Source: an optimization exercise on an open RTL-to-GDS flow (aim: small area, a short achievable clock period and few clock cycles per item). Production flows keep margins and buffers that such runs may drop. Where RTL was checked, it was by simulation tests only, not by an equivalence proof against the original. Function not checked in run 2: the RTL went through the layout flow alone.

[flow/run.sh]
#!/bin/bash
# synth_recipe.tcl (not shown) runs the flow's synth.tcl, then flattens the netlist and writes it again
# the make line also repeats each setting of config.mk as NAME=value (left out here)
make -C /OpenROAD-flow-scripts/flow DESIGN_CONFIG=/design/flow/config.mk WORK_HOME=/design/flow/orfs CLKGATE_MAP_FILE= SYNTH_SCRIPT=/design/flow/synth_recipe.tcl finish
[flow/config.mk]
export PLATFORM = sky130hd
export DESIGN_NAME = CONVCOR
export DESIGN_NICKNAME = CONVCOR
export VERILOG_FILES = /design/flow/design.v
export SDC_FILE = /design/flow/constraint.sdc
export NUM_CORES = 4
export LEC_CHECK = 0
export CAP_MARGIN = 20
export CORE_MARGIN = 2
export CORE_UTILIZATION = 40
export PLACE_DENSITY = 0.6
export SLEW_MARGIN = 20
[flow/constraint.sdc]
create_clock -name core_clock -period 13.0 [get_ports {clk}]
set_input_delay 2.6000 -clock core_clock [delete_from_list [all_inputs] [get_ports {clk}]]
set_output_delay 2.6000 -clock core_clock [all_outputs]
set_load 0.01 [all_outputs]
[flow/design.v]
module CONVCOR(	
	clk, 
	rst_n, 
	in_valid, 
	in_a,
	in_b,
	in_mode,	
	out_valid, 
	out
);
input              clk;
input              rst_n;
input              in_valid;
input signed    [15:0]     in_a;
input signed	[15:0]     in_b;
input 	           in_mode;
output  reg        out_valid;
output  reg [35:0] out;
reg signed[7:0] at0[1:0],at1[1:0],at2[1:0];
reg signed[7:0] bt0[1:0],bt1[1:0],bt2[1:0];
reg [3:0] counter1,counter2,counter;
reg mode;
reg flag;
wire signed [17:0] out0_0 = (at0[0]*bt0[0])-(at0[1]*bt0[1]);
wire signed [17:0] out0_1 = (at0[0]*bt0[1])+(at0[1]*bt0[0]);
wire signed [17:0] out1_0 = ((at0[0]*bt1[0])-(at0[1]*bt1[1]))
			+((at1[0]*bt0[0])-(at1[1]*bt0[1]));
wire signed [17:0] out1_1 = ((at0[0]*bt1[1])+(at0[1]*bt1[0]))
			+((at1[0]*bt0[1])+(at1[1]*bt0[0]));
wire signed [17:0] out2_0 = ((at0[0]*bt2[0])-(at0[1]*bt2[1]))
			+((at1[0]*bt1[0])-(at1[1]*bt1[1]))
			+((at2[0]*bt0[0])-(at2[1]*bt0[1]));
wire signed [17:0] out2_1 = ((at0[0]*bt2[1])+(at0[1]*bt2[0]))
			+((at1[0]*bt1[1])+(at1[1]*bt1[0]))
			+((at2[0]*bt0[1])+(at2[1]*bt0[0]));
wire signed [17:0] out3_0 = ((at1[0]*bt2[0])-(at1[1]*bt2[1]))
			+((at2[0]*bt1[0])-(at2[1]*bt1[1]));
wire signed [17:0] out3_1 = ((at1[0]*bt2[1])+(at1[1]*bt2[0]))
			+((at2[0]*bt1[1])+(at2[1]*bt1[0]));
wire signed [17:0] out4_0 = (at2[0]*bt2[0])-(at2[1]*bt2[1]);
wire signed [17:0] out4_1 = (at2[0]*bt2[1])+(at2[1]*bt2[0]);
wire signed [17:0] outc_0 = (at0[0]*bt0[0])+(at0[1]*bt0[1])+(at1[0]*bt1[0])
			+(at1[1]*bt1[1])+(at2[0]*bt2[0])+(at2[1]*bt2[1]);
wire signed [17:0] outc_1 = (at0[1]*bt0[0])-(at0[0]*bt0[1])+(at1[1]*bt1[0])
			-(at1[0]*bt1[1])+(at2[1]*bt2[0])-(at2[0]*bt2[1]);
always@(posedge clk)
begin
	if(rst_n==0)
	begin
		out_valid<=1'b0;
		out<=36'd0;
		counter<=0;
		counter1<=0;
		counter2<=0;
		flag<=0;
	end
	else if(flag==0)
	begin
		if(in_mode==0)
		begin
		mode<=0;
		end
		else if(in_mode==1)
		begin
		mode<=1;
		end
		if(in_valid==1&&counter1==0)
		begin
		{at0[0],at0[1]}<=in_a;
		{bt0[0],bt0[1]}<=in_b;
		counter1<=counter1+1;
		end
		else if(in_valid==1&&counter1==1)
		begin
		{at1[0],at1[1]}<=in_a;
		{bt1[0],bt1[1]}<=in_b;
		counter1<=counter1+1;
		end
		else if(in_valid==1&&counter1==2)
		begin
		{at2[0],at2[1]}<=in_a;
		{bt2[0],bt2[1]}<=in_b;
		counter1<=counter1+1;
		flag<=1;
		end
	end
	else
	begin
		if(mode==0)
		begin
			if(in_valid==0&&counter2==0)
			begin
			out<={out0_0,out0_1};
			counter2<=counter2+1;
			out_valid<=1;
			end
			else if(in_valid==0&&counter2==1)
			begin
			out<={out1_0,out1_1};
			counter2<=counter2+1;
			out_valid<=1;
			end
			else if(in_valid==0&&counter2==2)
			begin
			out<={out2_0,out2_1};
			counter2<=counter2+1;
			out_valid<=1;
			end
			else if(in_valid==0&&counter2==3)
			begin
			out<={out3_0,out3_1};
			counter2<=counter2+1;
			out_valid<=1;
			end
			else if(in_valid==0&&counter2==4)
			begin
			out<={out4_0,out4_1};
			counter2<=counter2+1;
			out_valid<=1;
			end
			else if(counter2==5)
			begin
			out_valid<=0;
			counter<=0;
			out<=0;
			counter1<=0;
			counter2<=0;
			flag<=0;
			end
		end
		else if(mode==1)
		begin
			if(counter==0)
			begin
			out<={outc_0,outc_1};
			out_valid<=1;
			counter<=counter+1;
			end
			else if(counter==1)
			begin
			out_valid<=0;
			counter<=0;
			out<=0;
			counter1<=0;
			counter2<=0;
			flag<=0;
			end
		end
	end
end
endmodule
==> out/results.tsv, run 1 <==
metric	value	unit
drv_slew	0	
design.die.area	280000	sq um
clock-skew-final	0.0290	ns
gp_congestion	1.02	
cts_post_setup_buffers_inserted	0	
post_synth_num_cell_types	83	
syn_area_per_cell	9.44	sq um
nNetsFinal	15300	
timing.critical_path.required	13.46	ns
clock_sink_count	147	
layout_common_cells	sky130_fd_sc_hd__inv_1, sky130_fd_sc_hd__fa_1, sky130_fd_sc_hd__and2_1	
period_share	0.890	
hp_class	reg -> reg	
asyncSetResetFlopFracSynth	0	
drtIter0Drc	8781	
synth_edf_count	97	
rr_endpoint	out[35]$_SDFFE_PN0P_	
route.vias.total	78900	
synth.top_cell.area_share	0.503	
fp-row-count	192	
synth.cell_area	110000	sq um
worst_path_largest_cell_delay	0.82	ns
maxSlewHeadroom	0.193	
fp.coreArea	274000	sq um
final-setup-viol-count	0	
final_antenna_net_count	0	
synth_seq_area_share	0.0355	
final_period_demand_of_the_worst_path	11.57	ns
synth-warning-count	7	
max_cap_violation_count	0	
clk_transition_reported_paths	0.10	ns
synth_top_area_cell	sky130_fd_sc_hd__fa_1	
cts-buffers-inserted	17	
portBuffers	72	
flow.area_growth_from_synthesis	5.19	%
max_freq	86.5	MHz
clock_insertion_delay_worst_skew	0.61	ns
nFillCells	26900	
drt_pass1_iterations	6	
critical_path_endpoint_category	flop	
initial_utilization	0.402	
grt_pass1_wl	588000	um
critical_path.most_common_cell	sky130_fd_sc_hd__fa_1	
grt_start_max_net_pins	51	
overall_die_height	529	um
grt_setup_unrepaired	no	
cts-htree-levels	4	
io_pins	73	
ctsHoldBuffers	0	
gr-usage-all-layers	0.295	
post_synth_mux_area_share	0.000273	
compound_gate_portion_of_the_synthesized_area	0.0475	
worst-r2r-cell-count	39	
worst-path-max-fanout	15	
synth_flop_cell	sky130_fd_sc_hd__edfxtp_1	
synth_area_in_adders	0.627	
post_drt_via_cell_ratio	5.23	
clock_tree.buffer_depth	2	
hold_viol_final	0	
layout.cells.non_filler	15100	
grt_remaining_overflow	0	
worstHoldPathCells	2	
die_width	529	um
dpl.cell_count	15000	
final.setup.tns	0	ns
mappedNetlistNets	15600	
totalWireLength	398000	um
worstSetupStartpointType	flop	
crit_arrival	12.03	ns
synth_xor_xnor_area_share	0.0391	
antenna_found_initial	39	
startpoint	at1[0][1]$_DFFE_PP_	
synth_top_family_by_area	adder cells	
post_layout_util	0.423	
postSynthCellCount	11700	
synth_simple_gate_area_share	0.127	
cts_root_buf	sky130_fd_sc_hd__clkbuf_16	
routed_wire_length_per_instance	26.4	um
cts_resized	0	
cts_tree	built	
crit_path_top_delay_cell	sky130_fd_sc_hd__edfxtp_1	
flop2flop_setup_slack	1.43	ns
status	no timing/DRC/antenna violations	
remaining_drc_errors	0	
synthTopCellsByArea	sky130_fd_sc_hd__fa_1, sky130_fd_sc_hd__ha_1, sky130_fd_sc_hd__inv_1	
postSynthRegisterBits	147	
worstSetupPathType	reg -> reg	
critPathCapture	out[35]$_SDFFE_PN0P_	
vias_in_the_first_global_route	81700	
hpwl	316000	um
final_common_cell	sky130_fd_sc_hd__inv_1	
worst_min_path_start	counter[2]$_SDFFE_PN0P_	
critical_path.reg2reg.startpoint	at1[0][1]$_DFFE_PP_	
tightest_slew	1.21	ns
layout-drive-gt1-share	0.0248	
==> layer usage <==
metal,global-route usage,wire (um),vias to the layer above
met5,0.00294,57,-
met1,0.413,163000,40500
met4,0.141,23700,10
li1,-,-,33500
met3,0.0805,46500,580
met2,0.420,165000,4313
==> metrics by stage <==
step	instance area (sq um)	setup WS [ns]	hold WS, ns
6_report	116000	1.43	0.466
5_1_grt	116000	0.863	0.503
4_1_cts	116000	1.42	0.472
3_5_place_dp	115000	1.47	0.462
3_3_place_gp	115000	1.45	0.457
2_1_floorplan	110000	2.65	0.437
==> area by class of cell <==
cell class	count	area, sq um	share of cell area
repair buffers	279	2510	0.0217
flip-flops and latches	147	3910	0.0338
inverters	3115	11700	0.101
diodes	27	67.6	0.000583
well taps	3589	4490	0.0387
clock buffers	17	425	0.00367
multi-input cells	7883	92600	0.799
clock inverters	15	161	0.00139
==> cell families after synthesis <==
logic type,after synthesis
adder cells (fa/ha/maj),3860
AND/OR/NAND/NOR,2738
buffers and inverters,3638
multiplexers,3
AO/OA/AOI/OAI,790
XOR/XNOR,492
flip-flops,147
==> synthesized netlist by cell type (all sizes together), types with 34 or more instances <==
cell    count
a21oi     239
o21ai     154
nand3      38
inv      3114
dfxtp      50
nand2    1008
clkbuf    511
edfxtp     97
ha       1091
nor2      237
xnor2     379
and2     1120
a21o       80
nor3       41
xor2      113
o21a       34
nand2b    212
o21bai     70
fa       2769
==> state kept, by name (all words and copies together) (netlist names) <==
name	count
at1	16
counter	4
bt1	16
counter2	4
flag	1
bt2	16
counter1	4
at2	16
at0	16
out	36
bt0	16
out_valid	1
mode	1
==> worst min path at each step <==
stage          slack (ns)                  endpoint
3_5_place_dp         0.46   counter[2]$_SDFFE_PN0P_
5_1_grt              0.50   counter[3]$_SDFFE_PN0P_
2_1_floorplan        0.44  counter1[2]$_SDFFE_PN0P_
4_1_cts              0.47   counter[2]$_SDFFE_PN0P_
3_3_place_gp         0.46  counter1[2]$_SDFFE_PN0P_
6_report             0.47   counter[2]$_SDFFE_PN0P_
==> worst max-delay path, delay by kind of cell, from the launching register on <==
family	cells	cell delay, ns
flops	1	0.82
buf+inv	6	0.61
xor+xnor	2	0.72
compound gates	12	2.18
simple gates	4	0.66
fa+ha+maj	15	6.40
Testbench counts, summed over its fixed seeds: cycles 25,716, items 3,200.
==> run 2: changes to the inputs <==
==> flow/design.v (replaced) <==
module CONVCOR(
	clk,
	rst_n,
	in_valid,
	in_a,
	in_b,
	in_mode,
	out_valid,
	out
);
input              clk;
input              rst_n;
input              in_valid;
input      [15:0]  in_a;
input      [15:0]  in_b;
input              in_mode;
output reg         out_valid;
output reg [35:0]  out;
reg s0, s1, s2, s3, s4, s5, s6;
reg mode;
reg [15:0] a0, a1, a2;
reg [15:0] b0, b1, b2;      
reg signed [16:0] pre, pim;
wire [15:0] in_bx = {in_b[15:8], in_b[7:0] ^ {8{in_mode}}};
wire [15:0] m1a = (s1 | s3&~mode | s4)     ? a0 :
                  (s2 | s5)                ? a1 : a2;
wire [15:0] m1b = s1                       ? b0 :
                  (s2 | s3&~mode)          ? b1 : b2;
wire [15:0] m2a = (s3 & ~mode) ? a1 : (s4 | s5) ? a2 : 16'd0;
wire [15:0] m2b = s5 ? b1 : b0;
wire signed [7:0] m1ar = m1a[15:8], m1ai = m1a[7:0];
wire signed [7:0] m1br = m1b[15:8], m1bi = m1b[7:0];
wire signed [7:0] m2ar = m2a[15:8], m2ai = m2a[7:0];
wire signed [7:0] m2br = m2b[15:8], m2bi = m2b[7:0];
wire c = mode;
wire gp = (s2 & mode) | (s3 & mode) | s4;
wire signed [8:0]  c1r = c ? {m1ar[7], m1ar} : 9'sd0;
wire signed [8:0]  c1i = c ? {m1ai[7], m1ai} : 9'sd0;
wire signed [16:0] gpre = gp ? pre : 17'sd0;
wire signed [16:0] gpim = gp ? pim : 17'sd0;
wire signed [17:0] sre = m1ar*m1br - m1ai*m1bi - c1i + m2ar*m2br - m2ai*m2bi + gpre;
wire signed [17:0] sim = m1ar*m1bi + c1r + m1ai*m1br + m2ar*m2bi + m2ai*m2br + gpim;
always @(posedge clk) begin
	if (!rst_n) begin
		s0 <= 1'b1; s1 <= 1'b0; s2 <= 1'b0; s3 <= 1'b0;
		s4 <= 1'b0; s5 <= 1'b0; s6 <= 1'b0;
		out_valid <= 1'b0;
	end else begin
		s0 <= (s0 & ~in_valid) | (s3 & mode) | s6;
		s1 <= s0 & in_valid;
		s2 <= s1;
		s3 <= s2;
		s4 <= s3 & ~mode;
		s5 <= s4;
		s6 <= s5;
		out_valid <= (s2 & ~mode) | s3 | s4 | s5 | s6;
	end
end
always @(posedge clk) begin
	if (s0) begin
		a0 <= in_a; b0 <= in_bx; mode <= in_mode;
	end
	if (s1) begin
		a1 <= in_a; b1 <= in_bx;
	end
	if (s2) begin
		a2 <= in_a; b2 <= in_bx;
	end
	if (s1 | s2) begin
		pre <= sre[16:0];
		pim <= sim[16:0];
	end
	if (s2)
		out <= {{1{pre[16]}}, pre, {1{pim[16]}}, pim};
	else
		out <= {sre, sim};
end
endmodule
==> run 2 against run 1 <==
  * Still clean
  * Worst setup slack better by 2.0 ns
  * Critical path depth fell by 11
  * Register-to-register slack gained 2.0 ns
  * Flip-flop and latch count rose by 28
  * Clock skew down 0.0020 ns
  * Non-clock buffer count is 158 lower
  * Synthesized cell count is 74% lower
  * Count of clock-buffer cells in the layout increased by 1
  * Cell count is 73% lower
  * Design area decreased by 71%
==> out/results.tsv, run 2 <==
metric	value	unit	change
cts-htree-levels	4		unchanged
status	no timing/DRC/antenna violations		
synth_seq_area_share	0.156		+0.121
worst_path_largest_cell_delay	0.92	ns	+0.10 ns
routed_wire_length_per_instance	22.6	um	-15%
antenna_found_initial	3		-92%
reg.largest.list	out x36, pim x17, pre x17		
mappedNetlistNets	3988		-74%
nNetsFinal	4048		-74%
critical_path_endpoint_category	flop		
postSynthRegisterBits	175		+19%
gp_congestion	1.05		+3.0%
hold_viol_final	0		unchanged
synth-warning-count	1		-6
synth.top_cell.area_share	0.453		-0.0503
nFillCells	7373		-73%
flop2flop_setup_slack	3.48	ns	+2.04 ns
timing.critical_path.required	13.27	ns	-0.19 ns
die_width	282	um	-47%
cts_resized	0		unchanged
synth_top_area_cell	sky130_fd_sc_hd__fa_1		
drt_pass1_iterations	6		unchanged
drv_slew	0		unchanged
max_cap_violation_count	0		unchanged
synth_edf_count	131		+35%
flow.area_growth_from_synthesis	8.84	%	
grt_remaining_overflow	0		unchanged
worst_min_path_start	s6$_SDFF_PN0_		
postPlaceCellArea	32900	sq um	-71%
post_layout_util	0.441		+0.0177
remaining_drc_errors	0		unchanged
grt_start_max_net_pins	48		-5.9%
clk_transition_reported_paths	0.09	ns	about the same
asyncSetResetFlopFracSynth	0		unchanged
grt_pass1_wl	143000	um	-76%
clock-skew-final	0.0271	ns	-0.00199 ns
totalWireLength	93500	um	-77%
grt_setup_unrepaired	no		
global_route.usage.met1	0.348		-0.0647
syn_area_per_cell	10.1	sq um	+7.4%
synth_flop_cell	sky130_fd_sc_hd__edfxtp_1		
design.die.area	79300	sq um	-72%
cts_root_buf	sky130_fd_sc_hd__clkbuf_16		
overall_die_height	282	um	-47%
num_antenna_cells	0		-100%
max_freq	105	MHz	+21%
critical_path.most_common_cell	sky130_fd_sc_hd__fa_1		
dpl.cell_count	4108		-73%
post_synth_num_cell_types	67		-19%
max_ffs_per_register	36		unchanged
critical_path.reg2reg.startpoint	mode$_DFFE_PP_		
worst-r2r-cell-count	28		-28%
tightest_slew	1.17	ns	-0.0362 ns
final_antenna_net_count	0		unchanged
gr-usage-all-layers	0.253		-0.0421
worst-path-max-fanout	46		+31
vias_in_the_first_global_route	21900		-73%
largest-register	out		
final_common_cell	sky130_fd_sc_hd__inv_1		
final_cell_area	33500	sq um	-71%
worstSetupStartpointType	flop		
worstSetupPathType	reg -> reg		
crit_arrival	9.79	ns	-2.24 ns
initial_utilization	0.405		+0.00272
met3_usage	0.0671		-0.0134
post_drt_via_cell_ratio	5.02		-4.0%
fp-row-count	101		-47%
drtIter0Drc	1677		-81%
maxSlewHeadroom	0.202		+0.00864
ys_top_cells_by_count	sky130_fd_sc_hd__inv_1, sky130_fd_sc_hd__fa_1, sky130_fd_sc_hd__nor2_1		
worstHoldPathCells	1		-1
final-setup-viol-count	0		unchanged
postSynthCellCount	3037		-74%
final_period_demand_of_the_worst_path	9.52	ns	-2.04 ns
grt_util_met2	0.381		-0.0398
globalRoute.busiestLayer	met2		
min_to	s0$_SDFF_PN1_		
cts_tree	built		
clock_tree.buffer_depth	2		unchanged
clock_sink_count	175		+19%
clock_insertion_delay_worst_skew	0.53	ns	-0.08 ns
layout-drive-gt1-share	0.0572		+0.0324
synth.most_common_cell	sky130_fd_sc_hd__inv_1		
period_share	0.733		-0.157
cts-buffers-inserted	17		unchanged
ctsHoldBuffers	0		unchanged
synthTopCellsByArea	sky130_fd_sc_hd__fa_1, sky130_fd_sc_hd__edfxtp_1, sky130_fd_sc_hd__inv_1		
hp_class	reg -> reg		
layout.cells.non_filler	4140		-73%
fp.coreArea	76100	sq um	-72%
route.vias.total	20800		-74%
hpwl	73100	um	-77%
synth.cell_area	30800	sq um	-72%
portBuffers	72		unchanged
fin_hold_ws	0.484	ns	+0.0179 ns
crit_path_top_delay_cell	sky130_fd_sc_hd__nor2_1		
layout_common_cells	sky130_fd_sc_hd__inv_1, sky130_fd_sc_hd__fa_1, sky130_fd_sc_hd__nor2_1		
io_pins	73		unchanged
cts_post_setup_buffers_inserted	0		unchanged
rr_endpoint	pre[16]$_DFFE_PP_		
final.setup.tns	0	ns	unchanged
## run 2: worst max-delay path by stage
stage,start,to,slack [ns],depth (start not counted)
2_1_floorplan,s2$_SDFF_PN0_,pim[16]$_DFFE_PP_,4.68,23
3_3_place_gp,mode$_DFFE_PP_,pre[16]$_DFFE_PP_,3.73,26
3_5_place_dp,mode$_DFFE_PP_,pre[16]$_DFFE_PP_,3.64,26
4_1_cts,mode$_DFFE_PP_,out[32]$_DFF_P_,3.60,26
5_1_grt,mode$_DFFE_PP_,pre[16]$_DFFE_PP_,3.10,28
6_report,mode$_DFFE_PP_,pre[16]$_DFFE_PP_,3.48,28
## run 2: cell families after synthesis
family | Yosys count | synth area share
AO/OA/AOI/OAI | 182 | 0.0437
XOR/XNOR | 75 | 0.0222
adder cells (fa/ha/maj) | 915 | 0.541
buffers and inverters | 928 | 0.115
flip-flops | 175 | 0.156
multiplexers | 90 | 0.0314
AND/OR/NAND/NOR | 672 | 0.0900
## run 2: per-stage QoR
| stage | worst slack [ns] |
|---|---|
| floorplan | 4.68 |
| global placement | 3.73 |
| detailed placement | 3.64 |
| CTS | 3.60 |
| global route | 3.10 |
| finish | 3.48 |
## run 2: final cells by class
| cell class | instances | area, sq um | area share |
|---|---|---|---|
| Sequential cell | 175 | 4820 | 0.144 |
| Clock inverter | 14 | 210 | 0.00627 |
| Multi-Input combinational cell | 1934 | 22500 | 0.671 |
| Tap cell | 1030 | 1290 | 0.0384 |
| Inverter | 848 | 3180 | 0.0949 |
| Clock buffer | 18 | 429 | 0.0128 |
| Timing Repair Buffer | 121 | 1090 | 0.0325 |
## run 2: per-layer routing
metal  share of wire  up-vias
met3            0.10      177
met5         0.00012        -
met1            0.40    10600
li1                -     9088
met4           0.045        2
met2            0.45      914
## run 2: worst max-delay path, delay by kind of cell, from the launching register on
family | cells | cell delay [ns]
buffers and inverters | 9 | 1.53
AND/OR/NAND/NOR | 4 | 1.42
flip-flops | 1 | 0.36
AO/OA/AOI/OAI | 5 | 1.43
XOR/XNOR | 1 | 0.12
adder cells (fa/ha/maj) | 9 | 4.40

==> re-timing with driven ports <==
How much do the figures lean on ideal ports? The routed layouts below were timed once more, with nothing changed but the port constraints. Step 1: set_driving_cell puts a clkbuf_16 on clk and a buf_2 on each other input, an assumption about the parent block. Step 2 moves the port delays by t, midway between the first and last clock arrival at a register: inputs arrive t later, outputs are due t later. That takes back most of the time a late clock gives input paths. Slacks: ideal / step 1 / step 2; pairs: ideal / step 1.
| run | t (ns) | setup slack, ns | hold slack, ns | worst setup path after step 2 | worst register clock-pin slew, ns |
|---|---|---|---|---|---|
| run 1 | 0.673 | 1.434 / 1.434 / 1.434 | 0.466 / 0.466 / 0.466 | register to register | 0.10 / 0.10 |
| run 2 | 0.579 | 3.477 / 3.477 / 3.477 | 0.484 / 0.484 / 0.484 | register to register | 0.10 / 0.10 |
After both steps every run listed still meets setup and hold.
